From an optimization exercise on the open Yosys and OpenROAD flow, aimed at small area and a short achievable clock period; shortcuts taken in it are not production practice.
The RTL was checked by simulation tests, not by an equivalence proof against the original design.
Power and IR drop assume default switching activity.

==> flow/design.v (outline; a module is shown in full before it is edited, if it fits) <==
// module half_adder: 9 lines
// module full_adder_one_bit: 12 lines
// module full_adder_four_bit: 13 lines
// module full_adder_sixteen_bit: 13 lines
// module full_adder_thirtytwo_bit: 12 lines
// module and_thirtytwo_bit: 12 lines
// module or_thirtytwo_bit: 12 lines
// module xor_thirtytwo_bit: 12 lines
// module multiplier: 7 lines
// module multiplier_core: 1734 lines
// module divider: 580 lines
// module div_stage1: 1248 lines
// module div_stage2: 1247 lines
// module arithmetic_logic_unit: 29 lines
// module ALU_control: 9 lines
// module control: 23 lines
// module program_counter: 11 lines
// module register_files: 65 lines
// module rf_read: 16 lines
// module sign_extension: 6 lines
// module shift_register_from_sign_extension: 6 lines
// module shift_register_from_instruction_memory: 6 lines
// module mux_2x1: 8 lines
// module and_gate: 7 lines
// module top_CPU_Design: 68 lines
module top_CPU_Design(
    output logic [31:0] topPCOut,
    input logic clk,
    input logic rst,
    input logic [31:0] instr,
    output logic [31:0] dmem_addr,
    output logic [31:0] dmem_wdata,
    output logic dmem_we,
    output logic dmem_re,
    input logic [31:0] dmem_rdata
    );
  // ...
==> flow/flow/run.sh <==
#!/bin/bash
# The standard layout (standard.sh) with these changes:
# - synthesis: flow/synth.tcl, the standard synthesis with the divider row
#   blocks and the multiplier mapped by ABC area scripts (see synth.tcl);
# - the ports are buffered by buf_2 cells instead of the default delay
#   buffers;
# - clock tree synthesis clusters up to 30 flip-flops per clkbuf_16 leaf
#   buffer, without dummy loads.
# ORFS writes each tool's log under orfs/logs; make's output is in
# standard.log.
set -euo pipefail
F=$(pwd)/flow
export SYNTH_KEEP_MODULES="div_stage1 div_stage2 multiplier rf_read"
export MY_ABC_MAP="div_stage1=$F/area_a.script div_stage2=$F/area_a.script multiplier=$F/area_a.script rf_read=$F/area_c.script"
export BUFFER_PORTS_ARGS="-buffer_cell sky130_fd_sc_hd__buf_2"
export CTS_ARGS="-sink_clustering_enable -repair_clock_nets -sink_clustering_size 30 -sink_clustering_max_diameter 60 -buf_list sky130_fd_sc_hd__clkbuf_16 -dont_use_dummy_load"
bash standard.sh SYNTH_SCRIPT=$F/synth.tcl finish > standard.log 2>&1
==> flow/flow/area_a.script <==
strash
dch
map -a
topo
stime -c
==> flow/flow/area_b.script <==
strash
&get -n
&st
&dch
&nf -a
&put
topo
stime -c
==> flow/flow/area_c.script <==
strash
dch
amap
topo
stime -c
==> flow/flow/synth.tcl <==
# The standard synthesis (synth_recipe.tcl: ORFS synth.tcl without the fsm
# and share passes, then flattened and renamed), with one change: the
# divider's two row blocks and the multiplier are kept as separate modules
# through technology mapping (SYNTH_KEEP_MODULES) and mapped by ABC with the
# area scripts named in MY_ABC_MAP; the rest of the design is mapped with
# ORFS's standard script as before. Flip-flops are mapped before ABC and are
# the same cells, with the same names, as in the standard synthesis.
proc synth {args} { yosys synth -nofsm -noshare {*}$args }
proc abc {args} {
  set i [lsearch -exact $args -script]
  set d [lsearch -exact $args -D]
  set base $args
  if {$d >= 0} { set base [lreplace $base $d [expr {$d+1}]] }
  foreach item $::env(MY_ABC_MAP) {
    lassign [split $item =] m scr
    yosys abc {*}[lreplace $base $i [expr {$i+1}] -script $scr] $m
  }
  yosys abc {*}$args $::env(DESIGN_NAME)
}
source $::env(SCRIPTS_DIR)/synth.tcl
# left out here: clear keep_hierarchy, flatten, clean up, hide names made inside functions, write 1_2_yosys.v
==> flow/standard.sh <==
#!/bin/bash
# synth_recipe.tcl (not shown) runs the flow's synth.tcl, then flattens the netlist and writes it again
# the make line also repeats each setting of config.mk as NAME=value (left out here)
make -C /OpenROAD-flow-scripts/flow DESIGN_CONFIG=/design/flow/config.mk WORK_HOME=/design/flow/orfs CLKGATE_MAP_FILE= SYNTH_SCRIPT=/design/flow/synth_recipe.tcl "${@:-finish}"
==> flow/config.mk <==
export PLATFORM = sky130hd
export DESIGN_NAME = top_CPU_Design
export DESIGN_NICKNAME = top_CPU_Design
export VERILOG_FILES = /design/flow/design.v
export SDC_FILE = /design/flow/constraint.sdc
export NUM_CORES = 8
export LEC_CHECK = 0
export CAP_MARGIN = 20
export CORE_MARGIN = 2
export CORE_UTILIZATION = 40
export SETUP_SLACK_MARGIN = 5
export SLEW_MARGIN = 20
==> flow/constraint.sdc <==
create_clock -name core_clock -period 360.0 [get_ports {clk}]
set_input_delay 72.0000 -clock core_clock [delete_from_list [all_inputs] [get_ports {clk}]]
set_output_delay 72.0000 -clock core_clock [all_outputs]
set_load 0.01 [all_outputs]
==> run_results.csv, run 1 <==
group,metric,value,unit
run_status,status,"no timing/DRC/antenna violations",
hold_path,hold_path_startpoint,"u2.g_reg[26].v$_DFFE_PP0P_",
yosys,ys_top_cells_by_count,"nand2_1 (1279), edfxtp_1 (992), xor2_1 (855), o21ai_0 (624), a222oi_1 (514)",
placed_design,gp_congestion,0.987,
global_route,grt_pass1_wl,461,mm
timing,fin_ws,209.16,ns
drt,initialDrtViolationCount,11319,
drt,viasPerCell,6.32,
timing,slew_violations,0,
critical_path,worstReg2RegEnd,"u14.u1.s_R[16]$_DFF_P_",
power,p_sw,0.231,mW
hold_path,min_to,"u2.g_reg[26].v$_DFFE_PP0P_",
die,nWellTaps,2656,
timing,tightest_slew,1.18,ns
critical_path,critPathMostFrequentCell,"o21ai_0",
power,pwr-share-clk,0.171,
critical_path,cp_cell_sequence,"buf_2 -> nand2b_1 -> or2_2 -> nor3_2 -> buf_4 -> a222oi_1 -> nand4_1 -> a211oi_1 -> nand4_1 -> a211oi_1 -> nand3_1 -> a21oi_1 -> xnor2_1 -> ha_1 -> a21oi_1 -> o21ai_0 -> a31oi_1 -> o21ai_0 -> o41ai_1 -> o21ai_0 -> a31oi_1 -> xnor2_1 -> buf_2",
power,seqPwrFrac,0.305,
die,core,0.200,mm^2
layout,nFlopsAndLatches,1148,
layout,final-seq-area,0.0332,mm^2
layout,clock_area_frac,0.0254,
critical_path,crit_family,"compound AO/OA/AOI/OAI gates",
layout,nonClkBufAreaFrac,0.0335,
placed_design,place_hpwl,224,mm
critical_path,crit_start,"instr[16]",
==> run 2: changes to the inputs <==
==> flow/flow/run.sh (replaced) <==
#!/bin/bash
# The standard layout (standard.sh) with these changes:
# - synthesis: flow/synth.tcl, the standard synthesis with ABC scripts chosen
#   per module: area-oriented mapping (area_a: dch + map -a; area_c: amap)
#   for the divider rows, the multiplier and the register file read ports,
#   and a delay-aware area mapping (area_b: dch + &nf -a) for the rest;
# - the ports are buffered by buf_2 cells instead of the default delay
#   buffers;
# - clock tree synthesis clusters up to 22 flip-flops per clkbuf_16 leaf
#   buffer, without dummy loads.
# ORFS writes each tool's log under orfs/logs; make's output is in
# standard.log.
set -euo pipefail
F=$(pwd)/flow
export SYNTH_KEEP_MODULES="div_stage1 div_stage2 multiplier rf_read"
export MY_ABC_MAP="div_stage1=$F/area_a.script div_stage2=$F/area_a.script multiplier=$F/area_a.script rf_read=$F/area_c.script"
export MY_TOP_SCRIPT=$F/area_b.script
export BUFFER_PORTS_ARGS="-buffer_cell sky130_fd_sc_hd__buf_2"
export CTS_ARGS="-sink_clustering_enable -repair_clock_nets -sink_clustering_size 22 -sink_clustering_max_diameter 70 -buf_list sky130_fd_sc_hd__clkbuf_16 -dont_use_dummy_load"
bash standard.sh SYNTH_SCRIPT=$F/synth.tcl finish > standard.log 2>&1
==> flow/flow/synth.tcl (replaced) <==
# The standard synthesis (synth_recipe.tcl: ORFS synth.tcl without the fsm
# and share passes, then flattened and renamed), with one change in
# technology mapping: the modules named in SYNTH_KEEP_MODULES (the divider's
# two row blocks, the multiplier and the register file read ports) are kept
# as separate modules through mapping and mapped by ABC with the scripts
# given in MY_ABC_MAP (module=script), and the top module with the script in
# MY_TOP_SCRIPT; the hierarchy is then flattened as in the standard
# synthesis. Flip-flops are mapped before ABC, so they are the same cells,
# with the same names, as in the standard synthesis.
proc synth {args} { yosys synth -nofsm -noshare {*}$args }
proc abc {args} {
  set i [lsearch -exact $args -script]
  set d [lsearch -exact $args -D]
  set base $args
  if {$d >= 0} { set base [lreplace $base $d [expr {$d+1}]] }
  foreach item $::env(MY_ABC_MAP) {
    lassign [split $item =] m scr
    yosys abc {*}[lreplace $base $i [expr {$i+1}] -script $scr] $m
  }
  yosys abc {*}[lreplace $base $i [expr {$i+1}] -script $::env(MY_TOP_SCRIPT)] $::env(DESIGN_NAME)
}
source $::env(SCRIPTS_DIR)/synth.tcl
# left out here: clear keep_hierarchy, flatten, clean up, hide names made inside functions, write 1_2_yosys.v
==> run_results.csv, run 2 <==
group,metric,value,unit
critical_path,ff2ff_path_depth,1001,
layout,largest_reg_flops,992,
placed_design,dp_cells,11092,
clock_tree,cts.sinks,1148,
layout,final-seq-area,0.0332,mm^2
die,row_count,164,
yosys,ys_ff_latch,1148,
placed_design,place_hpwl,222,mm
timing,setup_viol,0,
critical_path,crit_required,288.00,ns
layout,final_cell_mix,"nand2_1 (1338), edfxtp_1 (992), xor2_1 (879)",
layout,layout_commonest_cell,"nand2_1",
hold_path,hold_class,"flip-flop to flip-flop",
global_route,track_usage,0.298,
critical_path,path_max_fanout,34,
drt,viasPerCell,6.24,
layout,syn_to_final_growth,10.4,%
job,drv_cap,0,
die,dieArea,0.204,mm^2
drt,initialDrtViolationCount,10757,
power,p_total,0.520,mW
timing,whs,0.491,ns
clock_tree,cts_tree,"done",
layout,drive_gt1_frac,0.0810,
drt,drcViolationCount,0,
yosys,synth.most_common_cell,"nand2_1",
critical_path,startpoint_type,"primary input",
global_route,grt_pass1_wl,453,mm
power,ir_worst_vdd,0.00928,mV
power,pwr-share-clk,0.157,
die,core,0.199,mm^2
timing,period_minus_slack,149.96,ns
layout,nets,8984,
clock_tree,hold_buffers,0,
drt,wl_per_cell,28.0,um
global_route,grt_max_degree,63,
yosys,syn_avg_cell_area,9.90,um^2
clock_tree,clock_latency,0.75,ns
layout,multiInputGateArea,0.0445,mm^2
layout,largest-register,"u2.g.data",
critical_path,crit_type,"primary input to output pin",
critical_path,max_stage_delay,0.66,ns
global_route,grt-ovfl-total,0,
power,p_leak,31.2,nW
drt,drtAntennaViolNets,0,
timing,rsz0062_at_grt,"false",
die,die_w,451,um
hold_path,hold_depth,1,
global_route,first_global_vias,66210,
power,power_density,5.89,mW/mm^2
yosys,synth_top_area_share,0.372,
layout,instances_no_fill,11179,
placed_design,port_buffers,161,
critical_path,worstPathArrival,77.96,ns
timing,tightest_slew,1.10,ns
clock_tree,clockBufferDepth,3,
yosys,yosysTopAreaCell,"edfxtp_1",
clock_tree,clk_pin_slew,0.04,ns
power,p_sw,0.233,mW
clock_tree,cts_resized,0,
global_route,antenna_found_initial,12,
placed_design,gp_congestion,0.974,
clock_tree,cts_inserted_buffers,78,
yosys,synth_area_leaders,"edfxtp_1 (37%), xor2_1 (9.6%), a222oi_1 (6.4%)",
yosys,syn_inst,8078,
power,swShare,0.449,
clock_tree,clockRootBuffer,"clkbuf_16",
timing,slew_violations,0,
timing,clock_skew,0.123,ns
timing,period_share,0.417,
timing,fmax,6.67,MHz
critical_path,cp_cell_sequence,"buf_2 -> nor4_2 -> buf_4 -> a222oi_1 -> nand4_1 -> a211oi_1 -> nand4_1 -> a211oi_1 -> nand3_1 -> buf_4 -> nand2_1 -> o21ai_0 -> xnor2_1 -> ha_1 -> a21oi_1 -> o21ai_0 -> a21oi_1 -> o31ai_1 -> a21o_1 -> a21oi_1 -> xnor2_1 -> buf_2",
clock_tree,cts_max_level,3,
clock_tree,post_cts_buffers,0,
yosys,synth_edf_count,992,
yosys,synth_area,0.0800,mm^2
power,seqPwrFrac,0.306,
power,combPwrFrac,0.537,
layout,n_fill_cell,18985,
drt,firstDrtPassIters,17,
run_status,status,"no timing/DRC/antenna violations",
timing,fin_setup_tns,0,ns
yosys,ys.flop_type,"edfxtp_1",
power,p_int,0.287,mW
critical_path,critPathMostFrequentCell,"a21oi_1",
timing,hold_viol_final,0,
yosys,yosys_warnings,7,
critical_path,cp-end-kind,"output pin",
critical_path,critical_path.slowest_cell,"o31ai_1",
die,start_util,0.401,
drt,drt_wl_total,313,mm
yosys,synth-async-reset-ratio,0.0540,
drt,vias,69735,
die,fp.dieH,451,um
layout,reg_top3,"u2.g.data: 992 flops, u2.pend_data: 32 flops, u2.g.v: 31 flops",
yosys,yosysSeqAreaShare,0.415,
timing,relSlewSlack,0.265,
yosys,ys_types,61,
yosys,ys_top_cells_by_count,"nand2_1 (1339), edfxtp_1 (992), xor2_1 (879), o21ai_0 (696), clkinv_1 (601)",
die,io_pins,164,
run 2: cell types whose count changed in the layout (fill, tap and decap cells not counted), sizes merged, moves of 24 or more:
cell and change:
a21oi -40, clkinv +147, inv -139, nand2 +60, o211ai +25, o21a +24
o21ai +71, or2 -25, xor2 +24
run 2: layer usage:
| metal | GRT usage | vias up | part of all wire |
|---|---|---|---|
| li1 | - | 31067 | - |
| met1 | 0.379 | 34097 | 0.39 |
| met2 | 0.472 | 3831 | 0.45 |
| met3 | 0.0611 | 732 | 0.096 |
| met4 | 0.165 | 8 | 0.067 |
| met5 | 0 | - | 0.00018 |
run 2: area by class of cell:
class	instances	share of cell area
repair buffers	447	0.0339
well taps	2656	0.0376
multi-input cells	6242	0.504
clock buffers	78	0.0221
flip-flops and latches	1148	0.376
inverters	601	0.0256
diodes	7	0.000198
run 2: through the flow:
stage,utilization,cell area (um^2),setup slack [ns]
3_3_place_gp,0.433,86200,210.18
3_5_place_dp,0.433,86300,210.13
5_1_grt,0.443,88300,194.03
2_1_floorplan,-,80000,209.85
6_report,0.443,88300,210.04
4_1_cts,0.443,88200,210.11
run 2: power groups by stage:
stage / registers [mW] / logic, mW / clock network (mW)
3_3_place_gp: 0.162 / 0.274 / 0
3_5_place_dp: 0.162 / 0.278 / 0
2_1_floorplan: 0.162 / 0.215 / 0
4_1_cts: 0.159 / 0.280 / 0.0827
6_report: 0.159 / 0.279 / 0.0816
run 2: worst paths after layout:
check                                           start                         end  slack [ns]
max reg2reg                   u2.pend_data[0]$_DFF_P_      u14.u1.s_R[16]$_DFF_P_      214.04
min reg2reg                u2.g_reg[30].v$_DFFE_PP0P_  u2.g_reg[30].v$_DFFE_PP0P_        0.49
max                                         instr[20]               dmem_addr[24]      210.04
max in group asynchronous                         rst  u2.g_reg[18].v$_DFFE_PP0P_      287.83
min                        u2.g_reg[30].v$_DFFE_PP0P_  u2.g_reg[30].v$_DFFE_PP0P_        0.49
min in group asynchronous                         rst            pc[11]$_DFF_PP0_       71.56
run 2: cells by family after synthesis:
group	synth area share
fa+ha+maj	0.0894
simple gates	0.121
xor+xnor	0.141
flops	0.415
other cells	0.0000469
compound gates	0.196
mux	0.000907
buf+inv	0.0365
run 2: critical path, delay by kind of cell:
kind | cells | cell delay [ns]
adders and majority gates | 1 | 0.45
AOI/OAI and AO/OA | 10 | 2.55
and+or+nand+nor | 5 | 0.94
buffers and inverters | 4 | 1.43
xor gates and xnor gates | 2 | 0.53
run 2: per-module statistics from Yosys, one instance, submodules excluded:
| module | flops+latches | cell area [um^2] | cells inside |
|---|---|---|---|
| div_stage2 | 0 | 8750 | 1570 |
| multiplier | 0 | 10500 | 1159 |
| div_stage1 | 0 | 8860 | 1611 |
| rf_read | 0 | 4400 | 512 |
| top_CPU_Design | 1148 | 43100 | 2714 |
==> run 3: changes to the inputs <==
--- a/flow/config.mk
+++ b/flow/config.mk
@@ -8,5 +8,5 @@
 export CAP_MARGIN = 20
 export CORE_MARGIN = 2
-export CORE_UTILIZATION = 40
+export CORE_UTILIZATION = 50
 export SETUP_SLACK_MARGIN = 5
 export SLEW_MARGIN = 20
==> run_results.csv, run 3 <==
group,metric,value,unit
timing,fin_setup_tns,0,ns
drt,viasPerCell,6.67,
yosys,yosys_warnings,7,
layout,nets,8977,
yosys,synth_xor_xnor_area_share,0.141,
die,fp.dieH,404,um
yosys,syn_inst,8078,
placed_design,gp_congestion,0.945,
critical_path,crit_start,"instr[19]",
clock_tree,post_cts_buffers,0,
critical_path,worstReg2RegEnd,"u14.u1.s_R[6]$_DFF_P_",
layout,largest_reg_flops,992,
yosys,synth_area,0.0800,mm^2
timing,fmax,6.64,MHz
clock_tree,cts_resized,0,
yosys,muxShareOfSynthArea,0.000907,
timing,period_share,0.418,
yosys,synth_top_family_by_area,"compound AO/OA/AOI/OAI gates",
layout,final-seq-area,0.0332,mm^2
clock_tree,cts_max_level,3,
critical_path,cp-end-kind,"output pin",
power,power_density,5.84,mW/mm^2
timing,period_minus_slack,150.59,ns
timing,tightest_slew,1.15,ns
layout,n_fill_cell,14107,
yosys,ys_top_cells_by_count,"nand2_1 (1339), edfxtp_1 (992), xor2_1 (879), o21ai_0 (696), clkinv_1 (601)",
global_route,grt_max_degree,65,
critical_path,ff2ff_path_depth,1006,
drt,firstDrtPassIters,17,
placed_design,port_buffers,161,
clock_tree,cts_inserted_buffers,84,
power,p_total,0.512,mW
yosys,ys.flop_type,"edfxtp_1",
drt,vias,70573,
yosys,ys_types,61,
die,die_w,404,um
run_status,status,"no timing/DRC/antenna violations",
clock_tree,hold_buffers,0,
yosys,synth_top_area_share,0.372,
clock_tree,clock_latency,0.76,ns
global_route,first_global_vias,66433,
timing,setup_viol,0,
die,dieArea,0.163,mm^2
yosys,syn_avg_cell_area,9.90,um^2
drt,drtAntennaViolNets,0,
timing,slew_violations,0,
job,drv_cap,0,
hold_path,hold_class,"flip-flop to flip-flop",
critical_path,crit_type,"primary input to output pin",
layout,final_cell_mix,"nand2_1 (1339), edfxtp_1 (992), xor2_1 (879)",
die,start_util,0.505,
global_route,grt-ovfl-total,0,
critical_path,crit_required,288.00,ns
critical_path,r2r-start,"u2.pend_data[0]$_DFF_P_",
layout,reg_top3,"u2.g.data: 992 flops, u2.pend_data: 32 flops, u2.g.v: 31 flops",
yosys,synth_area_leaders,"edfxtp_1 (37%), xor2_1 (9.6%), a222oi_1 (6.4%)",
global_route,antenna_found_initial,9,
layout,multiInputGateArea,0.0445,mm^2
layout,largest-register,"u2.g.data",
die,row_count,146,
drt,drcViolationCount,0,
die,io_pins,164,
layout,drive_gt1_frac,0.0803,
drt,wl_per_cell,28.5,um
yosys,yosysTopAreaCell,"edfxtp_1",
clock_tree,cts_tree,"done",
power,p_leak,31.2,nW
placed_design,place_hpwl,207,mm
drt,drt_wl_total,302,mm
die,core,0.159,mm^2
layout,syn_to_final_growth,9.51,%
critical_path,r2r_setup_slack,215.37,ns
clock_tree,clk_pin_slew,0.05,ns
global_route,grt_pass1_wl,441,mm
yosys,synth.most_common_cell,"nand2_1",
power,ir_worst_vdd,0.0105,mV
yosys,synth_edf_count,992,
clock_tree,cts.sinks,1148,
critical_path,worstSetupEndpoint,"dmem_addr[18]",
timing,relSlewSlack,0.234,
timing,clock_skew,0.153,ns
timing,rsz0062_at_grt,"false",
drt,initialDrtViolationCount,12262,
clock_tree,clockBufferDepth,3,
yosys,ys_ff_latch,1148,
layout,layout_commonest_cell,"nand2_1",
timing,hold_viol_final,0,
clock_tree,clockRootBuffer,"clkbuf_16",
yosys,yosysSeqAreaShare,0.415,
yosys,synth_fa_ha_area_frac,0.0894,
critical_path,path_max_fanout,32,
critical_path,startpoint_type,"primary input",
yosys,synth-async-reset-ratio,0.0540,
yosys,synthSimpleGateAreaFrac,0.121,
critical_path,worstPathArrival,78.59,ns
global_route,track_usage,0.362,
yosys,synth_compound_area_frac,0.196,
## run 3: cell types whose count changed in the layout (fill, tap and decap cells not counted), sizes merged
cell,previous run,this run
clkinv,600,601
clkbuf,78,84
inv,1,0
diode,7,2
buf,447,434
## run 3: worst min-delay path by stage
stage / startpoint / to / slack (ns) / depth (start not counted)
finish: u2.g_reg[30].v$_DFFE_PP0P_ / u2.g_reg[30].v$_DFFE_PP0P_ / 0.47 / 1
CTS: u2.g_reg[15].v$_DFFE_PP0P_ / u2.g_reg[15].v$_DFFE_PP0P_ / 0.47 / 1
detailed placement: u2.g_reg[29].v$_DFFE_PP0P_ / u2.g_reg[29].v$_DFFE_PP0P_ / 0.46 / 1
global placement: u2.g_reg[30].v$_DFFE_PP0P_ / u2.g_reg[30].v$_DFFE_PP0P_ / 0.46 / 1
floorplan: u2.g_reg[29].v$_DFFE_PP0P_ / u2.g_reg[29].v$_DFFE_PP0P_ / 0.44 / 1
## run 3: logic make-up after synthesis
group,count (synthesis)
compound gates,2237
xor+xnor,1285
fa+ha+maj,430
buf+inv,689
flops,1148
mux,7
other cells,1
simple gates,2281
## run 3: where the power goes
part | internal (mW) | leakage, nW | switching, mW | total (mW)
registers | 0.154 | 10.7 | 0.00460 | 0.159
logic | 0.0945 | 19.4 | 0.173 | 0.268
clock network | 0.0410 | 1.04 | 0.0443 | 0.0853
total | 0.289 | 31.2 | 0.222 | 0.512
## run 3: through the flow
stage	cells	hold WS [ns]	instance area [um^2]	setup WS [ns]	util
6_report	10583	0.468	87600	209.41	0.552
5_1_grt	10581	0.488	87600	195.58	0.552
4_1_cts	10580	0.474	87600	209.74	0.552
3_5_place_dp	10496	0.460	85500	209.73	0.539
3_3_place_gp	10496	0.456	85500	209.70	0.539
2_1_floorplan	8079	0.435	80000	209.85	-
## run 3: modules after synthesis, one instance, submodules excluded
| module | area [um^2] | cells inside | flops+latches |
|---|---|---|---|
| top_CPU_Design | 43100 | 2714 | 1148 |
| multiplier | 10500 | 1159 | 0 |
| div_stage1 | 8860 | 1611 | 0 |
| div_stage2 | 8750 | 1570 | 0 |
| rf_read | 4400 | 512 | 0 |
## run 3: metal layers
metal  global-route usage  wire (um)  part of all wire  vias up
li1                     -          -                 -    31064
met1                0.512     122000              0.40    34063
met2                0.536     128000              0.42     4703
met3               0.0810      37600              0.12      733
met4                0.150      14400             0.048       10
met5                    0         50           0.00017        -
## run 3: worst max-delay path, stage by stage
cell	delay, ns
buf_2	0.23
nand2b_1	0.48
nor4_2	0.09
buf_4	0.33
a222oi_1	0.40
nand4_1	0.22
a211oi_1	0.60
nand4_1	0.19
a211oi_1	0.50
nand3_1	0.64
nand2_1	0.18
o21ai_0	0.12
xnor2_1	0.21
ha_1	0.41
nand2_1	0.11
nor2_1	0.27
nand2_1	0.08
o21ai_0	0.46
a21o_1	0.22
xor2_1	0.58
buf_2	0.26
## run 3: layout make-up
| cell class | count | area share |
|---|---|---|
| diodes | 2 | 0.0000571 |
| clock buffers | 84 | 0.0240 |
| inverters | 601 | 0.0258 |
| multi-input cells | 6242 | 0.509 |
| flip-flops and latches | 1148 | 0.379 |
| well taps | 2072 | 0.0296 |
| repair buffers | 434 | 0.0328 |

==> static timing again, ports no longer ideal <==
The flow's constraints put no driver on any port. The routed layouts listed below were extracted and timed again, unchanged, in two steps. Step 1, drivers: a clkbuf_16 drives clk and a buf_2 each remaining input, both assumed. Step 2 moves the port delays by t, midway between the first and last clock arrival at a register: inputs arrive t later, outputs are due t later. That takes back most of the time a late clock gives input paths. Slacks: no drivers / after step 1 / after step 2; pairs: no drivers / after step 1.
run | t, ns | setup slack, ns | worst setup path at the end | latest minus earliest clock arrival (ns) | worst register clock-pin slew, ns
run 1 | 0.810 | 209.159 / 209.138 / 209.138 | input to output | 0.176 / 0.176 | 0.10 / 0.10
run 2 | 0.758 | 210.036 / 210.010 / 210.010 | input to output | 0.142 / 0.142 | 0.09 / 0.09
run 3 | 0.756 | 209.406 / 209.333 / 209.333 | input to output | 0.154 / 0.153 | 0.09 / 0.09
After both steps setup and hold are still met in every run listed. The setup slack of run 3, which loses most, moves by -0.073 ns with the drivers and by -0.073 ns with both steps.
